Source: an optimization exercise on an open RTL-to-GDS flow (aim: small area). Production flows keep margins and buffers that such runs may drop. Function was checked by simulation only, so behaviour that the tests miss may differ from the original. Power figures rest on the tool's default switching activity, not on a simulated workload.

--- design/flow/design.v ---
module bmp280_spi_uart_v2005
#(
  parameter CLK_HZ = 50000,
  parameter BAUD   = 5000,
  parameter SCK_HZ = 12500
)(
  input  wire clk,
  input  wire rst_n,
  output wire spi_csn,
  output wire spi_sck,
  output wire spi_mosi,
  input  wire spi_miso,
  output wire uart_tx
);
  reg [6:0] g;                  
  wire [5:0] t = g[5:0];
  wire eow = (t == 6'd63);
  reg [6:0] pc;
  reg [7:0] j;
  reg first, f2;
  wire [1:0] cls;
  wire [4:0] xs;
  wire [3:0] ys;
  wire [3:0] ki;
  wire [2:0] msrc;
  wire [4:0] jc;
  wire [1:0] jend;
  wire mmul;
  wire fsub;
  wire clr;
  wire mdiv;
  wire mdve;
  wire md10;
  wire conv;
  wire isT;
  wire [1:0] subm;
  wire dA;
  wire dB;
  wire dC;
  wire dD;
  wire [1:0] bw;
  wire bsx;
  wire tinv;
  wire ltsign;
  wire lnz;
  wire ldsign;
  wire nzg;
  wire [7:0] chr;
  wire [1:0] ctype;
  wire [2:0] spit;
  wire lastpc;
  assign cls[0] = (pc == 7'd1) | (pc == 7'd19) | (pc == 7'd28) | (pc == 7'd29) | (pc == 7'd30) | (pc == 7'd32) | (pc == 7'd34) | (pc == 7'd35) | (pc == 7'd36) | (pc == 7'd108);
  assign cls[1] = (pc == 7'd0) | (pc == 7'd2) | (pc == 7'd3) | (pc == 7'd4) | (pc == 7'd5) | (pc == 7'd6) | (pc == 7'd7) | (pc == 7'd8) | (pc == 7'd9) | (pc == 7'd10) | (pc == 7'd11) | (pc == 7'd12) | (pc == 7'd13) | (pc == 7'd14) | (pc == 7'd15) | (pc == 7'd16) | (pc == 7'd17) | (pc == 7'd18) | (pc == 7'd19) | (pc == 7'd20) | (pc == 7'd21) | (pc == 7'd22) | (pc == 7'd23) | (pc == 7'd24) | (pc == 7'd25) | (pc == 7'd26) | (pc == 7'd27) | (pc == 7'd28) | (pc == 7'd30) | (pc == 7'd32) | (pc == 7'd34) | (pc == 7'd36) | (pc == 7'd88) | (pc == 7'd89) | (pc == 7'd90) | (pc == 7'd91) | (pc == 7'd92) | (pc == 7'd93) | (pc == 7'd94) | (pc == 7'd95) | (pc == 7'd96) | (pc == 7'd97) | (pc == 7'd98) | (pc == 7'd99) | (pc == 7'd100) | (pc == 7'd101) | (pc == 7'd102) | (pc == 7'd103) | (pc == 7'd104) | (pc == 7'd105) | (pc == 7'd106) | (pc == 7'd107);
  assign xs[0] = (pc == 7'd38) | (pc == 7'd39) | (pc == 7'd43) | (pc == 7'd49) | (pc == 7'd53) | (pc == 7'd58) | (pc == 7'd59) | (pc == 7'd61) | (pc == 7'd62) | (pc == 7'd68) | (pc == 7'd69) | (pc == 7'd71) | (pc == 7'd72) | (pc == 7'd74) | (pc == 7'd76) | (pc == 7'd78) | (pc == 7'd81) | (pc == 7'd82) | (pc == 7'd83) | (pc == 7'd84) | (pc == 7'd86);
  assign xs[1] = (pc == 7'd37) | (pc == 7'd41) | (pc == 7'd47) | (pc == 7'd59) | (pc == 7'd68) | (pc == 7'd69) | (pc == 7'd70) | (pc == 7'd71) | (pc == 7'd74) | (pc == 7'd78) | (pc == 7'd80) | (pc == 7'd84) | (pc == 7'd86);
  assign xs[2] = (pc == 7'd41) | (pc == 7'd51) | (pc == 7'd53) | (pc == 7'd55) | (pc == 7'd59) | (pc == 7'd68) | (pc == 7'd70) | (pc == 7'd71) | (pc == 7'd72) | (pc == 7'd74);
  assign xs[3] = (pc == 7'd45) | (pc == 7'd53) | (pc == 7'd55) | (pc == 7'd59) | (pc == 7'd68) | (pc == 7'd70) | (pc == 7'd71) | (pc == 7'd78) | (pc == 7'd80) | (pc == 7'd83);
  assign xs[4] = (pc == 7'd37) | (pc == 7'd38) | (pc == 7'd46) | (pc == 7'd69);
  assign ys[0] = (pc == 7'd19) | (pc == 7'd28) | (pc == 7'd30) | (pc == 7'd32) | (pc == 7'd34) | (pc == 7'd36) | (pc == 7'd37) | (pc == 7'd38) | (pc == 7'd39) | (pc == 7'd42) | (pc == 7'd44) | (pc == 7'd48) | (pc == 7'd52) | (pc == 7'd56) | (pc == 7'd57) | (pc == 7'd59) | (pc == 7'd61) | (pc == 7'd65) | (pc == 7'd68) | (pc == 7'd71) | (pc == 7'd75) | (pc == 7'd77) | (pc == 7'd80) | (pc == 7'd85);
  assign ys[1] = (pc == 7'd19) | (pc == 7'd28) | (pc == 7'd30) | (pc == 7'd32) | (pc == 7'd34) | (pc == 7'd36) | (pc == 7'd40) | (pc == 7'd45) | (pc == 7'd50) | (pc == 7'd53) | (pc == 7'd54) | (pc == 7'd60) | (pc == 7'd63) | (pc == 7'd65) | (pc == 7'd67) | (pc == 7'd69) | (pc == 7'd73) | (pc == 7'd79) | (pc == 7'd81) | (pc == 7'd82) | (pc == 7'd85);
  assign ys[2] = (pc == 7'd19) | (pc == 7'd28) | (pc == 7'd30) | (pc == 7'd32) | (pc == 7'd34) | (pc == 7'd36) | (pc == 7'd37) | (pc == 7'd38) | (pc == 7'd39) | (pc == 7'd44) | (pc == 7'd56) | (pc == 7'd59) | (pc == 7'd64) | (pc == 7'd70) | (pc == 7'd82);
  assign ys[3] = (pc == 7'd46) | (pc == 7'd51) | (pc == 7'd61) | (pc == 7'd69) | (pc == 7'd84) | (pc == 7'd86);
  assign ki[0] = (pc == 7'd40) | (pc == 7'd48) | (pc == 7'd54) | (pc == 7'd56) | (pc == 7'd77) | (pc == 7'd82);
  assign ki[1] = (pc == 7'd44) | (pc == 7'd54) | (pc == 7'd56) | (pc == 7'd59) | (pc == 7'd77) | (pc == 7'd79);
  assign ki[2] = (pc == 7'd48) | (pc == 7'd52) | (pc == 7'd56) | (pc == 7'd59);
  assign ki[3] = (pc == 7'd57) | (pc == 7'd77) | (pc == 7'd79) | (pc == 7'd82);
  assign msrc[0] = (pc == 7'd40) | (pc == 7'd48) | (pc == 7'd52) | (pc == 7'd54) | (pc == 7'd57) | (pc == 7'd65) | (pc == 7'd77) | (pc == 7'd79);
  assign msrc[1] = (pc == 7'd40) | (pc == 7'd48) | (pc == 7'd52) | (pc == 7'd54) | (pc == 7'd57) | (pc == 7'd77) | (pc == 7'd79);
  assign msrc[2] = (pc == 7'd63);
  assign jc[0] = (pc == 7'd2) | (pc == 7'd3) | (pc == 7'd4) | (pc == 7'd5) | (pc == 7'd6) | (pc == 7'd7) | (pc == 7'd8) | (pc == 7'd9) | (pc == 7'd10) | (pc == 7'd11) | (pc == 7'd12) | (pc == 7'd13) | (pc == 7'd14) | (pc == 7'd15) | (pc == 7'd16) | (pc == 7'd17) | (pc == 7'd20) | (pc == 7'd21) | (pc == 7'd22) | (pc == 7'd23) | (pc == 7'd24) | (pc == 7'd25) | (pc == 7'd26) | (pc == 7'd29) | (pc == 7'd39) | (pc == 7'd43) | (pc == 7'd47) | (pc == 7'd49) | (pc == 7'd51) | (pc == 7'd62) | (pc == 7'd64) | (pc == 7'd74) | (pc == 7'd76) | (pc == 7'd78) | (pc == 7'd85) | (pc == 7'd87) | (pc == 7'd88) | (pc == 7'd89) | (pc == 7'd90) | (pc == 7'd91) | (pc == 7'd92) | (pc == 7'd93) | (pc == 7'd94) | (pc == 7'd95) | (pc == 7'd96) | (pc == 7'd97) | (pc == 7'd98) | (pc == 7'd99) | (pc == 7'd100) | (pc == 7'd101) | (pc == 7'd102) | (pc == 7'd103) | (pc == 7'd104) | (pc == 7'd105) | (pc == 7'd106);
  assign jc[1] = (pc == 7'd0) | (pc == 7'd2) | (pc == 7'd3) | (pc == 7'd4) | (pc == 7'd5) | (pc == 7'd6) | (pc == 7'd7) | (pc == 7'd8) | (pc == 7'd9) | (pc == 7'd10) | (pc == 7'd11) | (pc == 7'd12) | (pc == 7'd13) | (pc == 7'd14) | (pc == 7'd15) | (pc == 7'd16) | (pc == 7'd17) | (pc == 7'd18) | (pc == 7'd19) | (pc == 7'd20) | (pc == 7'd21) | (pc == 7'd22) | (pc == 7'd23) | (pc == 7'd24) | (pc == 7'd25) | (pc == 7'd26) | (pc == 7'd27) | (pc == 7'd29) | (pc == 7'd31) | (pc == 7'd33) | (pc == 7'd39) | (pc == 7'd47) | (pc == 7'd51) | (pc == 7'd59) | (pc == 7'd74) | (pc == 7'd76) | (pc == 7'd78) | (pc == 7'd83) | (pc == 7'd87) | (pc == 7'd88) | (pc == 7'd89) | (pc == 7'd90) | (pc == 7'd91) | (pc == 7'd92) | (pc == 7'd93) | (pc == 7'd94) | (pc == 7'd95) | (pc == 7'd96) | (pc == 7'd97) | (pc == 7'd98) | (pc == 7'd99) | (pc == 7'd100) | (pc == 7'd101) | (pc == 7'd102) | (pc == 7'd103) | (pc == 7'd104) | (pc == 7'd105) | (pc == 7'd106) | (pc == 7'd107);
  assign jc[2] = (pc == 7'd0) | (pc == 7'd2) | (pc == 7'd3) | (pc == 7'd4) | (pc == 7'd5) | (pc == 7'd6) | (pc == 7'd7) | (pc == 7'd8) | (pc == 7'd9) | (pc == 7'd10) | (pc == 7'd11) | (pc == 7'd12) | (pc == 7'd13) | (pc == 7'd14) | (pc == 7'd15) | (pc == 7'd16) | (pc == 7'd17) | (pc == 7'd18) | (pc == 7'd19) | (pc == 7'd20) | (pc == 7'd21) | (pc == 7'd22) | (pc == 7'd23) | (pc == 7'd24) | (pc == 7'd25) | (pc == 7'd26) | (pc == 7'd27) | (pc == 7'd28) | (pc == 7'd29) | (pc == 7'd31) | (pc == 7'd33) | (pc == 7'd34) | (pc == 7'd35) | (pc == 7'd39) | (pc == 7'd47) | (pc == 7'd51) | (pc == 7'd62) | (pc == 7'd64) | (pc == 7'd76) | (pc == 7'd78) | (pc == 7'd88) | (pc == 7'd89) | (pc == 7'd90) | (pc == 7'd91) | (pc == 7'd92) | (pc == 7'd93) | (pc == 7'd94) | (pc == 7'd95) | (pc == 7'd96) | (pc == 7'd97) | (pc == 7'd98) | (pc == 7'd99) | (pc == 7'd100) | (pc == 7'd101) | (pc == 7'd102) | (pc == 7'd103) | (pc == 7'd104) | (pc == 7'd105) | (pc == 7'd106) | (pc == 7'd107) | (pc == 7'd108);
  assign jc[3] = (pc == 7'd2) | (pc == 7'd3) | (pc == 7'd4) | (pc == 7'd5) | (pc == 7'd6) | (pc == 7'd7) | (pc == 7'd8) | (pc == 7'd9) | (pc == 7'd10) | (pc == 7'd11) | (pc == 7'd12) | (pc == 7'd13) | (pc == 7'd14) | (pc == 7'd15) | (pc == 7'd16) | (pc == 7'd17) | (pc == 7'd20) | (pc == 7'd21) | (pc == 7'd22) | (pc == 7'd23) | (pc == 7'd24) | (pc == 7'd25) | (pc == 7'd26) | (pc == 7'd29) | (pc == 7'd35) | (pc == 7'd41) | (pc == 7'd43) | (pc == 7'd49) | (pc == 7'd53) | (pc == 7'd56) | (pc == 7'd59) | (pc == 7'd64) | (pc == 7'd74) | (pc == 7'd88) | (pc == 7'd89) | (pc == 7'd90) | (pc == 7'd91) | (pc == 7'd92) | (pc == 7'd93) | (pc == 7'd94) | (pc == 7'd95) | (pc == 7'd96) | (pc == 7'd97) | (pc == 7'd98) | (pc == 7'd99) | (pc == 7'd100) | (pc == 7'd101) | (pc == 7'd102) | (pc == 7'd103) | (pc == 7'd104) | (pc == 7'd105) | (pc == 7'd106) | (pc == 7'd107) | (pc == 7'd108);
  assign jc[4] = (pc == 7'd2) | (pc == 7'd3) | (pc == 7'd4) | (pc == 7'd5) | (pc == 7'd6) | (pc == 7'd7) | (pc == 7'd8) | (pc == 7'd9) | (pc == 7'd10) | (pc == 7'd11) | (pc == 7'd12) | (pc == 7'd13) | (pc == 7'd14) | (pc == 7'd15) | (pc == 7'd16) | (pc == 7'd17) | (pc == 7'd20) | (pc == 7'd21) | (pc == 7'd22) | (pc == 7'd23) | (pc == 7'd24) | (pc == 7'd25) | (pc == 7'd26) | (pc == 7'd88) | (pc == 7'd89) | (pc == 7'd90) | (pc == 7'd91) | (pc == 7'd92) | (pc == 7'd93) | (pc == 7'd94) | (pc == 7'd95) | (pc == 7'd96) | (pc == 7'd97) | (pc == 7'd98) | (pc == 7'd99) | (pc == 7'd100) | (pc == 7'd101) | (pc == 7'd102) | (pc == 7'd103) | (pc == 7'd104) | (pc == 7'd105) | (pc == 7'd106);
  assign jend[0] = 1'b0;
  assign jend[1] = (pc == 7'd44);
  assign mmul = (pc == 7'd40) | (pc == 7'd42) | (pc == 7'd44) | (pc == 7'd48) | (pc == 7'd50) | (pc == 7'd52) | (pc == 7'd54) | (pc == 7'd57) | (pc == 7'd60) | (pc == 7'd63) | (pc == 7'd75) | (pc == 7'd77) | (pc == 7'd79);
  assign fsub = (pc == 7'd40) | (pc == 7'd42) | (pc == 7'd44) | (pc == 7'd48) | (pc == 7'd50) | (pc == 7'd52) | (pc == 7'd54) | (pc == 7'd57) | (pc == 7'd60) | (pc == 7'd63) | (pc == 7'd75) | (pc == 7'd77) | (pc == 7'd79);
  assign clr = (pc == 7'd40) | (pc == 7'd42) | (pc == 7'd44) | (pc == 7'd48) | (pc == 7'd50) | (pc == 7'd52) | (pc == 7'd54) | (pc == 7'd63) | (pc == 7'd65) | (pc == 7'd75) | (pc == 7'd77) | (pc == 7'd79);
  assign mdiv = (pc == 7'd65);
  assign mdve = (pc == 7'd66);
  assign md10 = (pc == 7'd84) | (pc == 7'd86);
  assign conv = (pc == 7'd83) | (pc == 7'd84) | (pc == 7'd85) | (pc == 7'd86);
  assign isT = (pc == 7'd86);
  assign subm[0] = (pc == 7'd37) | (pc == 7'd38) | (pc == 7'd39) | (pc == 7'd46) | (pc == 7'd67) | (pc == 7'd84) | (pc == 7'd86);
  assign subm[1] = (pc == 7'd64) | (pc == 7'd67);
  assign dA = (pc == 7'd38) | (pc == 7'd40) | (pc == 7'd42) | (pc == 7'd44) | (pc == 7'd45) | (pc == 7'd48) | (pc == 7'd50) | (pc == 7'd52) | (pc == 7'd54) | (pc == 7'd56) | (pc == 7'd57) | (pc == 7'd59) | (pc == 7'd60) | (pc == 7'd61) | (pc == 7'd63) | (pc == 7'd65) | (pc == 7'd68) | (pc == 7'd69) | (pc == 7'd71) | (pc == 7'd73) | (pc == 7'd75) | (pc == 7'd77) | (pc == 7'd79) | (pc == 7'd80) | (pc == 7'd81) | (pc == 7'd82) | (pc == 7'd83) | (pc == 7'd84) | (pc == 7'd85) | (pc == 7'd86);
  assign dB = (pc == 7'd37) | (pc == 7'd43) | (pc == 7'd46) | (pc == 7'd47) | (pc == 7'd70) | (pc == 7'd74) | (pc == 7'd76) | (pc == 7'd78);
  assign dC = (pc == 7'd39) | (pc == 7'd41) | (pc == 7'd49) | (pc == 7'd51) | (pc == 7'd53) | (pc == 7'd58) | (pc == 7'd62) | (pc == 7'd64) | (pc == 7'd67);
  assign dD = (pc == 7'd55) | (pc == 7'd72);
  assign bw[0] = (pc == 7'd37) | (pc == 7'd43) | (pc == 7'd46);
  assign bw[1] = (pc == 7'd47);
  assign bsx = (pc == 7'd42) | (pc == 7'd48) | (pc == 7'd50) | (pc == 7'd52) | (pc == 7'd57) | (pc == 7'd60) | (pc == 7'd68);
  assign tinv = (pc == 7'd85);
  assign ltsign = (pc == 7'd72);
  assign lnz = (pc == 7'd55);
  assign ldsign = (pc == 7'd64);
  assign nzg = (pc == 7'd83);
  assign chr[0] = (pc == 7'd3) | (pc == 7'd9) | (pc == 7'd11) | (pc == 7'd17) | (pc == 7'd20) | (pc == 7'd22) | (pc == 7'd89) | (pc == 7'd90) | (pc == 7'd98) | (pc == 7'd106);
  assign chr[1] = (pc == 7'd2) | (pc == 7'd5) | (pc == 7'd9) | (pc == 7'd13) | (pc == 7'd14) | (pc == 7'd18) | (pc == 7'd27) | (pc == 7'd94) | (pc == 7'd107);
  assign chr[2] = (pc == 7'd3) | (pc == 7'd13) | (pc == 7'd17) | (pc == 7'd21) | (pc == 7'd22) | (pc == 7'd88) | (pc == 7'd89) | (pc == 7'd90) | (pc == 7'd94) | (pc == 7'd98) | (pc == 7'd106);
  assign chr[3] = (pc == 7'd3) | (pc == 7'd6) | (pc == 7'd11) | (pc == 7'd18) | (pc == 7'd20) | (pc == 7'd22) | (pc == 7'd24) | (pc == 7'd27) | (pc == 7'd89) | (pc == 7'd90) | (pc == 7'd94) | (pc == 7'd98) | (pc == 7'd106) | (pc == 7'd107);
  assign chr[4] = (pc == 7'd4) | (pc == 7'd5) | (pc == 7'd6) | (pc == 7'd7) | (pc == 7'd9) | (pc == 7'd10) | (pc == 7'd13) | (pc == 7'd14) | (pc == 7'd15) | (pc == 7'd16) | (pc == 7'd17) | (pc == 7'd22) | (pc == 7'd23) | (pc == 7'd24) | (pc == 7'd88) | (pc == 7'd89) | (pc == 7'd97) | (pc == 7'd98) | (pc == 7'd105);
  assign chr[5] = (pc == 7'd5) | (pc == 7'd6) | (pc == 7'd7) | (pc == 7'd8) | (pc == 7'd12) | (pc == 7'd13) | (pc == 7'd14) | (pc == 7'd15) | (pc == 7'd16) | (pc == 7'd17) | (pc == 7'd22) | (pc == 7'd23) | (pc == 7'd24) | (pc == 7'd89) | (pc == 7'd90) | (pc == 7'd94) | (pc == 7'd96) | (pc == 7'd98);
  assign chr[6] = (pc == 7'd2) | (pc == 7'd3) | (pc == 7'd4) | (pc == 7'd9) | (pc == 7'd10) | (pc == 7'd11) | (pc == 7'd13) | (pc == 7'd20) | (pc == 7'd21) | (pc == 7'd24) | (pc == 7'd88) | (pc == 7'd97) | (pc == 7'd105);
  assign chr[7] = 1'b0;
  assign ctype[0] = (pc == 7'd90) | (pc == 7'd91) | (pc == 7'd92) | (pc == 7'd93) | (pc == 7'd95) | (pc == 7'd99) | (pc == 7'd100) | (pc == 7'd101) | (pc == 7'd102) | (pc == 7'd103) | (pc == 7'd104);
  assign ctype[1] = (pc == 7'd25) | (pc == 7'd26) | (pc == 7'd90);
  assign spit[0] = (pc == 7'd28) | (pc == 7'd32) | (pc == 7'd36);
  assign spit[1] = (pc == 7'd30) | (pc == 7'd32);
  assign spit[2] = (pc == 7'd34) | (pc == 7'd36);
  assign lastpc = (pc == 7'd108);
  wire cbit = ((pc == 7'd46) & ((t == 6'd10) | (t == 6'd12) | (t == 6'd13) | (t == 6'd14) | (t == 6'd15) | (t == 6'd16))) | ((pc == 7'd51) & ((t == 6'd47))) | ((pc == 7'd59) & ((t == 6'd16) | (t == 6'd17) | (t == 6'd18) | (t == 6'd19) | (t == 6'd20) | (t == 6'd21) | (t == 6'd22) | (t == 6'd23) | (t == 6'd24) | (t == 6'd25) | (t == 6'd26) | (t == 6'd27) | (t == 6'd28) | (t == 6'd29) | (t == 6'd30) | (t == 6'd31) | (t == 6'd32) | (t == 6'd33) | (t == 6'd34) | (t == 6'd35) | (t == 6'd36) | (t == 6'd37) | (t == 6'd38) | (t == 6'd39) | (t == 6'd40) | (t == 6'd41) | (t == 6'd42) | (t == 6'd43) | (t == 6'd44) | (t == 6'd45) | (t == 6'd46) | (t == 6'd47) | (t == 6'd48) | (t == 6'd49) | (t == 6'd50) | (t == 6'd51) | (t == 6'd52) | (t == 6'd53) | (t == 6'd54) | (t == 6'd55) | (t == 6'd56) | (t == 6'd57) | (t == 6'd58) | (t == 6'd59) | (t == 6'd60) | (t == 6'd61) | (t == 6'd62) | (t == 6'd63))) | ((pc == 7'd68) & ((t == 6'd10) | (t == 6'd12) | (t == 6'd13) | (t == 6'd14) | (t == 6'd15) | (t == 6'd16))) | ((pc == 7'd71) & ((t == 6'd8)));
  reg [7:0] jsn;
  always @* case (jc)
    5'd0: jsn = 8'd0;
    5'd1: jsn = 8'd3;
    5'd2: jsn = 8'd5;
    5'd3: jsn = 8'd11;
    5'd4: jsn = 8'd12;
    5'd5: jsn = 8'd13;
    5'd6: jsn = 8'd15;
    5'd7: jsn = 8'd16;
    5'd8: jsn = 8'd17;
    5'd9: jsn = 8'd33;
    5'd10: jsn = 8'd35;
    5'd11: jsn = 8'd52;
    5'd12: jsn = 8'd55;
    5'd13: jsn = 8'd64;
    5'd14: jsn = 8'd75;
    5'd15: jsn = 8'd199;
    default: jsn = j;    
  endcase
  reg [63:0] A, B, C;
  reg [31:0] D;                 
  reg [191:0] KR;               
  reg Aprev, sxf, ks, mcap, m, cy, q1, q2, c5, rsign, dsign, tsign, nz, z0;
  reg [2:0] r5;
  reg [3:0] dg;
  wire isALU  = (cls == 2'd0);
  wire isCHAR = (cls == 2'd2);
  wire isSPI  = (cls == 2'd3);
  wire raw    = (spit == 3'd5);
  wire bitend = raw ? eow : (t[4:0] == 5'd31);
  wire sbits  = isSPI;
  assign spi_csn = ~sbits;
  assign spi_sck = sbits & (raw ? t[5] : t[4]);
  reg [7:0] cmdb, datb; reg [4:0] cmdpos;
  always @* begin
    case (spit)
      3'd0: begin cmdb = 8'hD0; datb = 8'h00; cmdpos = 5'd1;  end
      3'd1: begin cmdb = 8'h60; datb = 8'hB6; cmdpos = 5'd1;  end
      3'd2: begin cmdb = 8'h88; datb = 8'h00; cmdpos = 5'd24; end
      3'd3: begin cmdb = 8'h74; datb = 8'h27; cmdpos = 5'd1;  end
      3'd4: begin cmdb = 8'h75; datb = 8'h00; cmdpos = 5'd1;  end
      default: begin cmdb = 8'hF7; datb = 8'h00; cmdpos = 5'd6; end
    endcase
  end
  assign spi_mosi = (j[7:3] == cmdpos) ? cmdb[j[2:0]] : ((j[7:3] == 5'd0) ? datb[j[2:0]] : 1'b0);
  wire calw = sbits & ((spit == 3'd0) | (spit == 3'd2)) & ~(j[7] & j[6]) & t[4] & (t[3:0] == {~j[3], j[2:0]});
  wire rawt = sbits & raw & (t == j[5:0] + 6'd13);
  wire rawA = rawt & (j[7:3] < 5'd3);                          
  wire rawB = rawt & ((j[7:3] == 5'd5) | (j[7:3] == 5'd4) | (j[7:3] == 5'd3));    
  wire last = (j == (jend[1] ? 8'd12 : 8'd0));
  reg adv;
  always @* begin
    adv = 1'b0;
    case (cls)
      2'd0, 2'd1: adv = eow & last;
      2'd2: adv = (g == 7'd127);
      default: adv = bitend & (j == 8'd0);    
    endcase
  end
  always @(posedge clk or negedge rst_n) begin
    if (!rst_n) begin
      g <= 7'd0; pc <= 7'd0;
    end else begin
      g <= g + 7'd1;
      if (adv) pc <= lastpc ? 7'd36 : pc + 7'd1;
    end
  end
  always @(posedge clk) begin : seq
      case (cls)
        2'd0, 2'd1: if (eow & ~last) j <= j - 8'd1;
        2'd2: if ((g == 7'd63) & (ctype[1] ^ ctype[0])) j <= j - 8'd1;    
        default: if (bitend) j <= j - 8'd1;
      endcase
      if (adv) begin
        j <= jsn; first <= 1'b1; f2 <= 1'b0;
      end else if (eow) begin first <= 1'b0; f2 <= first; end
  end
  wire [11:0] kout;
  genvar gi;
  generate for (gi = 0; gi < 12; gi = gi + 1) begin : kr
    assign kout[gi] = KR[16*gi+15];
    wire we = calw & (j[7:4] == (4'd11 - gi));
    always @(posedge clk) KR[16*gi +: 16] <= {KR[16*gi +: 15], we ? spi_miso : KR[16*gi+15]};
  end endgenerate
  wire ko  = kout[ki];
  wire ksg = (ki != 4'd0) & (ki != 4'd3);      
  wire lo16 = (t[5:4] == 2'b00);
  wire kst = lo16 ? ko : (ksg & ks);
  wire muldiv = mmul | mdiv;
  wire [4:0] xe = muldiv ? ((f2 & clr) ? 5'd0 : 5'd2) : xs;
  wire setup = muldiv & first;           
  reg xr, xm;
  always @* begin
    case (xe)
      5'd1:  xr = A[63];
      5'd2:  xr = (t == 6'd0) ? (mdiv & m) : Aprev;
      5'd3:  xr = A[62];
      5'd4:  xr = A[55];
      5'd5:  xr = A[54];
      5'd6:  xr = A[52];
      5'd7:  xr = A[50];
      5'd8:  xr = A[49];
      5'd9:  xr = A[47];
      5'd10: xr = A[44];
      5'd11: xr = A[38];
      5'd12: xr = A[30];
      5'd13: xr = A[11];
      5'd14: xr = A[1];
      5'd15: xr = cbit;
      5'd16: xr = (t[5] == 1'b0) ? A[63] : sxf;
      5'd17: xr = A[43];
      5'd18: xr = A[42];
      5'd19: xr = (t == 6'd0) ? 1'b0 : Aprev;
      default: xr = 1'b0;
    endcase
    case (xe)
      5'd3:  xm = (t == 6'd63);
      5'd4:  xm = (t >= 6'd56);
      5'd7:  xm = (t >= 6'd51);
      5'd9:  xm = t[5] | ~nz;
      5'd10: xm = (t >= 6'd45);
      5'd11: xm = (t >= 6'd39);
      5'd12: xm = (t >= 6'd31);
      5'd13: xm = (t < 6'd12);
      5'd14: xm = (t < 6'd2);
      5'd17: xm = (t >= 6'd17);
      5'd18: xm = (t >= 6'd16);
      5'd19: xm = (t >= 6'd33);
      default: xm = 1'b0;
    endcase
  end
  wire X = xr & ~xm;
  wire tiv = tinv & tsign;
  wire dgs = (t == 6'd0) ? dg[1] : (t == 6'd1) ? dg[2] : (t == 6'd2) ? dg[3] : 1'b0;
  reg yr;
  always @* case (ys)
    4'd1: yr = (bsx & (t > 6'd32)) ? sxf : B[63];
    4'd2: yr = C[63];
    4'd3: yr = ~t[5] & (D[31] ^ tiv);
    4'd4: yr = A[63];
    4'd5: yr = kst;
    4'd6: yr = (t < 6'd12) ? 1'b0 : (t < 6'd28) ? KR[16*9+11] : ks;
    4'd7: yr = spi_miso;
    4'd8: yr = md10 ? dgs : cbit;
    4'd9: yr = (t >= 6'd31) & (t <= 6'd50) & B[53];
    4'd10: yr = (t >= 6'd33) & (t <= 6'd40) & B[63];
    default: yr = 1'b0;
  endcase
  reg sub;
  always @* begin
    if (mmul) sub = f2 & fsub;
    else if (mdiv) sub = f2 | ~rsign;
    else case (subm) 2'd1: sub = 1'b1; 2'd2: sub = rsign; 2'd3: sub = dsign; default: sub = 1'b0; endcase
  end
  wire yg  = mmul ? (yr & m) : yr;
  wire Y   = yg ^ sub;
  wire cin = (t == 6'd0) ? (sub | tiv) : cy;
  wire Z   = X ^ Y ^ cin;
  wire q   = Z ^ q2 ^ c5;
  wire W   = md10 ? q : Z;
  wire [2:0] msel = msrc;
  wire [7:0] jn = j - 8'd1;
  reg mbit;
  wire c3125 = (t == 6'd0) | (t == 6'd1) | (t == 6'd3) | (t == 6'd6) | (t == 6'd7) | (t == 6'd8) | (t == 6'd9) | (t == 6'd12);
  always @* case (msel)
    3'd0: mbit = (bsx & (t > 6'd32)) ? sxf : B[63]; 3'd1: mbit = C[63]; 3'd3: mbit = kst; default: mbit = c3125;
  endcase
  wire capt = (t == jn[5:0]);
  wire digst = isALU & md10 & (t[5:2] == (isT ? {2'b10, ~j[1:0]} : {1'b0, ~j[2:0]}));
  wire qwr   = isALU & ((mdiv & ~first & ~f2 & (t == j[5:0] + 6'd1)) | (mdve & (t == 6'd0)));
  wire bwin  = (bw == 2'd0) | ((bw == 2'd1) & (t <= 6'd32)) | ((bw == 2'd2) & (t >= 6'd33) & (t <= 6'd40));
  wire weA = (isALU & dA & ~setup) | rawA;
  wire weB = (isALU & dB & bwin) | digst | rawB;
  wire weC = (isALU & dC) | qwr;
  wire weD = isALU & dD & ~t[5];
  always @(posedge clk) begin
    A  <= {A[62:0], weA ? W : A[63]};
    B  <= {B[62:0], weB ? (digst ? dg[t[1:0]] : W) : B[63]};
    C  <= {C[62:0], weC ? (qwr ? ~rsign : W) : C[63]};
    D  <= {D[30:0], weD ? W : D[31]};
  end
  reg [2:0] r5n; reg [2:0] wt;
  wire [3:0] r5s = {1'b0, r5} + {1'b0, wt};
  always @* begin
    case (t[1:0]) 2'd0: wt = 3'd1; 2'd1: wt = 3'd2; 2'd2: wt = 3'd4; default: wt = 3'd3; endcase
    if (t == 6'd0) r5n = {2'b00, W};
    else if (!W) r5n = r5;
    else r5n = r5s[3:0] >= 4'd5 ? r5s - 4'd5 : r5s[2:0];
  end
  wire [3:0] crt = (r5[0] == z0) ? {1'b0, r5} : ({1'b0, r5} + 4'd5);
  always @(posedge clk) begin
    Aprev <= A[63];
    cy <= (X & Y) | (X & cin) | (Y & cin);
    if (eow) begin q1 <= 1'b0; q2 <= 1'b0; c5 <= 1'b0; end
    else begin q1 <= q; q2 <= q1; c5 <= (q & q2) | (q & c5) | (q2 & c5); end
    if (bsx ? (t == 6'd32) : (t == 6'd31)) sxf <= bsx ? B[63] : A[63];
    if (t == 6'd15) ks <= ko;
    if (capt) mcap <= mbit;
    if (eow) m <= (jn[5:0] == 6'd63) ? mbit : mcap;
    if (eow) rsign <= W;
    if (isALU & ldsign & (t == 6'd0)) dsign <= rsign;
    if (isALU & ltsign & (t == 6'd31)) tsign <= W;
    if (isALU & lnz) nz <= (t == 6'd0) ? W : (nz | W);
    r5 <= r5n;
    if (t == 6'd0) z0 <= W;
    if (isALU & conv & eow) dg <= crt;
    else if (isCHAR & g[6] & (t[5:2] == j[3:0])) dg <= {(j[3:2] == 2'b11) ? kout[11] : B[63], dg[3:1]};
  end
  reg [2:0] bidx;
  always @* begin
    if (g < 7'd24) bidx = 3'd0;
    else if (g < 7'd35) bidx = 3'd1;
    else if (g < 7'd46) bidx = 3'd2;
    else if (g < 7'd57) bidx = 3'd3;
    else if (g < 7'd68) bidx = 3'd4;
    else if (g < 7'd79) bidx = 3'd5;
    else if (g < 7'd90) bidx = 3'd6;
    else bidx = 3'd7;
  end
  wire hexa = dg[3] & (dg[2] | dg[1]);
  wire [7:0] chv = (ctype == 2'd1 || (ctype == 2'd2 && !hexa)) ? {4'h3, dg} :
                   (ctype == 2'd2) ? {4'h4, dg + 4'd7} : chr;
  wire emit = isCHAR & ~((ctype == 2'd3) & ~tsign) & (pc != 7'd0);
  wire ustart = (g < 7'd13);
  wire ustop  = (g >= 7'd101);
  assign uart_tx = ~emit | (~ustart & (ustop | chv[bidx]));
endmodule
--- design/flow/flow/run.sh ---
#!/bin/bash
# Own layout flow:
#  1. the standard synthesis (standard.sh synth), unchanged;
#  2. its combinational logic re-mapped for area with a stronger ABC script
#     (resynth.ys, opt.abc); every register instance is kept as it is, same
#     name and cell;
#  3. the standard layout from that netlist, with clock tree synthesis
#     using clkbuf_4 clusters and no dummy loads.
# Each tool's output goes to a log file of its own in this folder.
set -euo pipefail
W=$PWD
R=$W/orfs/results/$FLOW_PLATFORM/bmp280_spi_uart_v2005/base
L=$W/orfs/logs/$FLOW_PLATFORM/bmp280_spi_uart_v2005/base
bash standard.sh synth > log_1_standard_synth.txt 2>&1
cp "$R/1_2_yosys.v" "$W/synth_standard.v"
LIB=$FLOW_HOME/platforms/$FLOW_PLATFORM/lib/sky130_fd_sc_hd__tt_025C_1v80.lib
DU=$(grep -o -- '-dont_use [A-Za-z0-9_]*' "$L/1_2_yosys.log" | sort -u | tr '\n' ' ')
YOSYS=$FLOW_HOME/../tools/install/yosys/bin/yosys
[ -x "$YOSYS" ] || YOSYS=yosys
sed -e "s|@LIB@|$LIB|g" -e "s|@DU@|$DU|g" -e "s|@IN@|$W/synth_standard.v|g" \
    -e "s|@OUT@|$W/synth_resynth.v|g" -e "s|@ABC@|$W/flow/opt.abc|g" -e "s|@TOP@|$FLOW_TOP|g" \
    flow/resynth.ys > "$W/resynth_run.ys"
"$YOSYS" -s "$W/resynth_run.ys" > log_2_resynth.txt 2>&1
cp "$W/synth_resynth.v" "$R/1_2_yosys.v"
rm -f "$R/1_synth.odb" "$R/1_synth.sdc"
bash standard.sh "CTS_ARGS=-sink_clustering_enable -repair_clock_nets -dont_use_dummy_load -buf_list sky130_fd_sc_hd__clkbuf_4 -sink_clustering_size 10 -sink_clustering_max_diameter 35" finish > log_3_standard_layout.txt 2>&1
--- design/flow/flow/opt.abc ---
&get -n
&deepsyn -T 60
&put
dch -f
amap
strash
dch -f
amap
topo
--- design/flow/flow/resynth.ys ---
# Re-map the combinational logic of the standard synthesis netlist for area.
# Register cells are kept as hierarchy (not flattened), so every register
# instance keeps its name and cell type.
read_liberty -ignore_miss_func @LIB@
read_verilog @IN@
hierarchy -top @TOP@
setattr -mod -set keep_hierarchy 1 sky130_fd_sc_hd__df* sky130_fd_sc_hd__edf* sky130_fd_sc_hd__sdf* sky130_fd_sc_hd__dl* sky130_fd_sc_hd__conb*
flatten
opt_clean
abc -liberty @LIB@ @DU@ -script @ABC@
opt_clean -purge
splitnets
opt_clean -purge
hilomap -singleton -hicell sky130_fd_sc_hd__conb_1 HI -locell sky130_fd_sc_hd__conb_1 LO
select @TOP@
stat -liberty @LIB@
write_verilog -noattr -nohex -nodec -selected @OUT@
--- design/flow/standard.sh ---
#!/bin/bash
# synth_recipe.tcl (not shown) runs the flow's synth.tcl, then flattens the netlist and writes it again
# the make line also repeats each setting of config.mk as NAME=value (left out here)
make -C /OpenROAD-flow-scripts/flow DESIGN_CONFIG=/design/flow/config.mk WORK_HOME=/design/flow/orfs CLKGATE_MAP_FILE= SYNTH_SCRIPT=/design/flow/synth_recipe.tcl "${@:-finish}"
--- design/flow/config.mk ---
export PLATFORM = sky130hd
export DESIGN_NAME = bmp280_spi_uart_v2005
export DESIGN_NICKNAME = bmp280_spi_uart_v2005
export VERILOG_FILES = /design/flow/design.v
export SDC_FILE = /design/flow/constraint.sdc
export NUM_CORES = 8
export LEC_CHECK = 0
export ABC_AREA = 1
export CAP_MARGIN = 20
export CORE_MARGIN = 2
export CORE_UTILIZATION = 55
export GPL_TIMING_DRIVEN = 0
export PLACE_DENSITY = 0.7
export SLEW_MARGIN = 20
export SYNTH_MEMORY_MAX_BITS = 16384
--- design/flow/constraint.sdc ---
create_clock -name core_clock -period 1000.0 [get_ports {clk}]
set_input_delay 200.0000 -clock core_clock [delete_from_list [all_inputs] [get_ports {clk}]]
set_output_delay 200.0000 -clock core_clock [all_outputs]
set_load 0.01 [all_outputs]
==> results.json <==
{
  "grt_usage_pct": 27.41,
  "p_int_w": 0.00002108,
  "clock-sinks": 461,
  "worst_slew_pin_slew_ps": 1147,
  "grt_pass1_vias": 9159,
  "wl_per_cell_um": 21.40,
  "drcViolationCount": 0,
  "coreArea_um2": 23610,
  "cpPeakStageDelay_ps": 600,
  "finalCritPeriodShare_pct": 20.70,
  "place_hpwl_mm": 25.12,
  "cp_slowest_cell": "clkdlybuf4s50_1",
  "final_core_util_pct": 60.32,
  "arrival_ps": 7020,
  "drt-total-wl_mm": 34.48,
  "grt-ovfl-total": 0,
  "whs_ps": 274.3,
  "ir_drop_mv": 0.001525,
  "slew_viol_final": 0,
  "multi_input_area_um2": 3412,
  "start_util_pct": 56.49,
  "final_common_cell": "dfxtp_1",
  "holdCritPathClass": "reg -> reg",
  "ios": 7,
  "rsz0062_at_grt": "false",
  "slew_headroom_pct": 22.82,
  "area_growth_pct": 6.792,
  "cap_viol_max_count": 0,
  "critPathCaptureType": "output pin",
  "critPathRequiredTime_ps": 800000,
  "instances_no_fill": 1611,
  "cts_buffers": 57,
  "fin_ws_ps": 792980,
  "clock_power_share_pct": 29.6,
  "synth_cells": 1226,
  "cts_tree": "built",
  "row_count": 56,
  "place_inst": 1553,
  "vias_per_cell": 5.836,
  "nets": 1296,
  "ant_nets": 0,
  "min_period_ps": 207020,
  "yosysWarnings": 1,
  "cp-start-kind": "flip-flop",
  "switching_share_pct": 19.76,
  "cts.clk_slew.worst_paths_ps": 90,
  "die_width_um": 159.7,
  "cts_buffer_depth": 3,
  "max_freq_mhz": 4.830,
  "cts-resized-gates": 0,
  "hold_viol": 0,
  "grt_pass1_wl_mm": 53.13,
  "worstSetupPathType": "reg -> out",
  "worst-r2r-setup-slack_ps": 990060,
  "grt_start_max_net_pins": 22,
  "drive_above_1_share_pct": 4.648,
  "ctsHoldBuffers": 0,
  "p_sw_w": 0.000005194,
  "total_leakage_power_nw": 5.163,
  "first_iter_violations": 980,
  "setup_viol": 0,
  "avgSynthCellArea_um2": 10.88,
  "dp_slack_ps": 793960,
  "place_congestion": 0.9760,
  "first_pass_iters": 6,
  "die_y_um": 159.7,
  "regArea_um2": 9519,
  "layout_common_cells": "425 x dfxtp_1, 228 x nor2_1, 110 x clkinv_1",
  "post_cts_buffers": 0,
  "status": "finished clean",
  "crit_top_cell": "nor2_1",
  "fin_tns_setup_ps": 0,
  "power_density_nw_per_um2": 1.845,
  "pwr-share-comb_pct": 0.1,
  "cts-root-buf": "clkbuf_4",
  "clk_latency_ps": 740,
  "fillers": 1954,
  "finClkSkew_ps": 96.98,
  "syn-cell-area_um2": 13340,
  "via_count": 9402,
  "pwr-share-seq_pct": 70.3,
  "ctsHtreeMaxLevel": 2,
  "synthesis.nets": 1229,
  "dieArea_um2": 25510,
  "port_buffers": 6,
  "critPathMaxFanout": 13,
  "antenna_found_initial": 2
}
==> critical path: cells and delay by family (launching register included) <==
family                 cells  cell delay [ps]
buffers and inverters      5             1580
and+or+nand+nor           14             2800
DFF                        1              570
AOI/OAI and AO/OA          9             1400
==> registers in the layout (all words and copies together) (netlist names), 3 cells and up, named ones only <==
register  cells
A            64
B            64
C            64
D            32
KR          192
dg            4
g             7
j             8
pc            7
r5            3
==> stage by stage <==
step                total power [W]  cell area, um^2
finish                   0.00002628            14240
floorplan                0.00001890            13340
CTS                      0.00002657            14240
global placement         0.00001893            13800
detailed placement       0.00001893            13810
global route             0.00002725            14240
==> final cells by class <==
class                           instances  share of cell area (%)
Clock buffer                           57                   3.004
Antenna cell                            1                 0.01757
Inverter                              110                   2.899
Sequential cell                       461                   66.83
Tap cell                              319                   2.802
Timing Repair Buffer                    8                  0.4919
Multi-Input combinational cell        655                   23.95
==> metal layers <==
| metal | vias to the layer above | GRT usage [%] | routed length (um) |
|---|---|---|---|
| met5 | - | 0 | 0 |
| met4 | 0 | 13.80 | 1721 |
| met3 | 130 | 6.831 | 2911 |
| met2 | 470 | 42.23 | 15130 |
| met1 | 4412 | 36.19 | 14710 |
| li1 | 4390 | - | - |
==> path summary, 6_finish.rpt <==
check                      cells past startpoint         startpoint                 end
max                                           28  pc[4]$_DFFE_PN0N_             uart_tx
min                                            0     KR[92]$_DFF_P_      KR[93]$_DFF_P_
max reg2reg                                   29  pc[3]$_DFFE_PN0N_  r5[1]$_SDFFE_PP0P_
min reg2reg                                    0     KR[92]$_DFF_P_      KR[93]$_DFF_P_
max in group asynchronous                      1              rst_n      g[3]$_DFF_PN0_
min in group asynchronous                      1              rst_n      g[5]$_DFF_PN0_
==> power by group through the flow <==
stage	Sequential (W)	Combinational (W)	Clock, W
final	0.0000185	0.0000000291	0.00000778
after global routing	0.0000185	0.0000000312	0.00000874
after CTS	0.0000185	0.0000000298	0.00000807
after detailed placement	0.0000189	0.0000000298	0
after global placement	0.0000189	0.0000000295	0
after floorplan	0.0000189	0.00000000120	0

-- static timing again, ports no longer ideal --
The flow's constraints put no driver on any port. The routed layout listed below was extracted and timed again, unchanged, in two steps. Step 1: set_driving_cell puts a clkbuf_16 on clk and a buf_2 on each other input, an assumption about the parent block. Step 2 times the ports against the registers' clock, not the clock port: input delays grow and output delays shrink by t, the midpoint of the rising clock arrivals with the driver on. Slacks: ideal ports / drivers / drivers and shift; pairs: ideal ports / drivers.
t (ns): 0.735
setup slack, ns: 792.976 / 792.930 / 793.665
worst hold slack (ns): 0.274 / 0.274 / 0.274
worst setup path after step 2: register to output
worst register clock-pin slew, ns: 0.11 / 0.11
After both steps this run still meets setup and hold. The setup slack of this run moves by -0.046 ns with the drivers and by +0.689 ns with both steps.
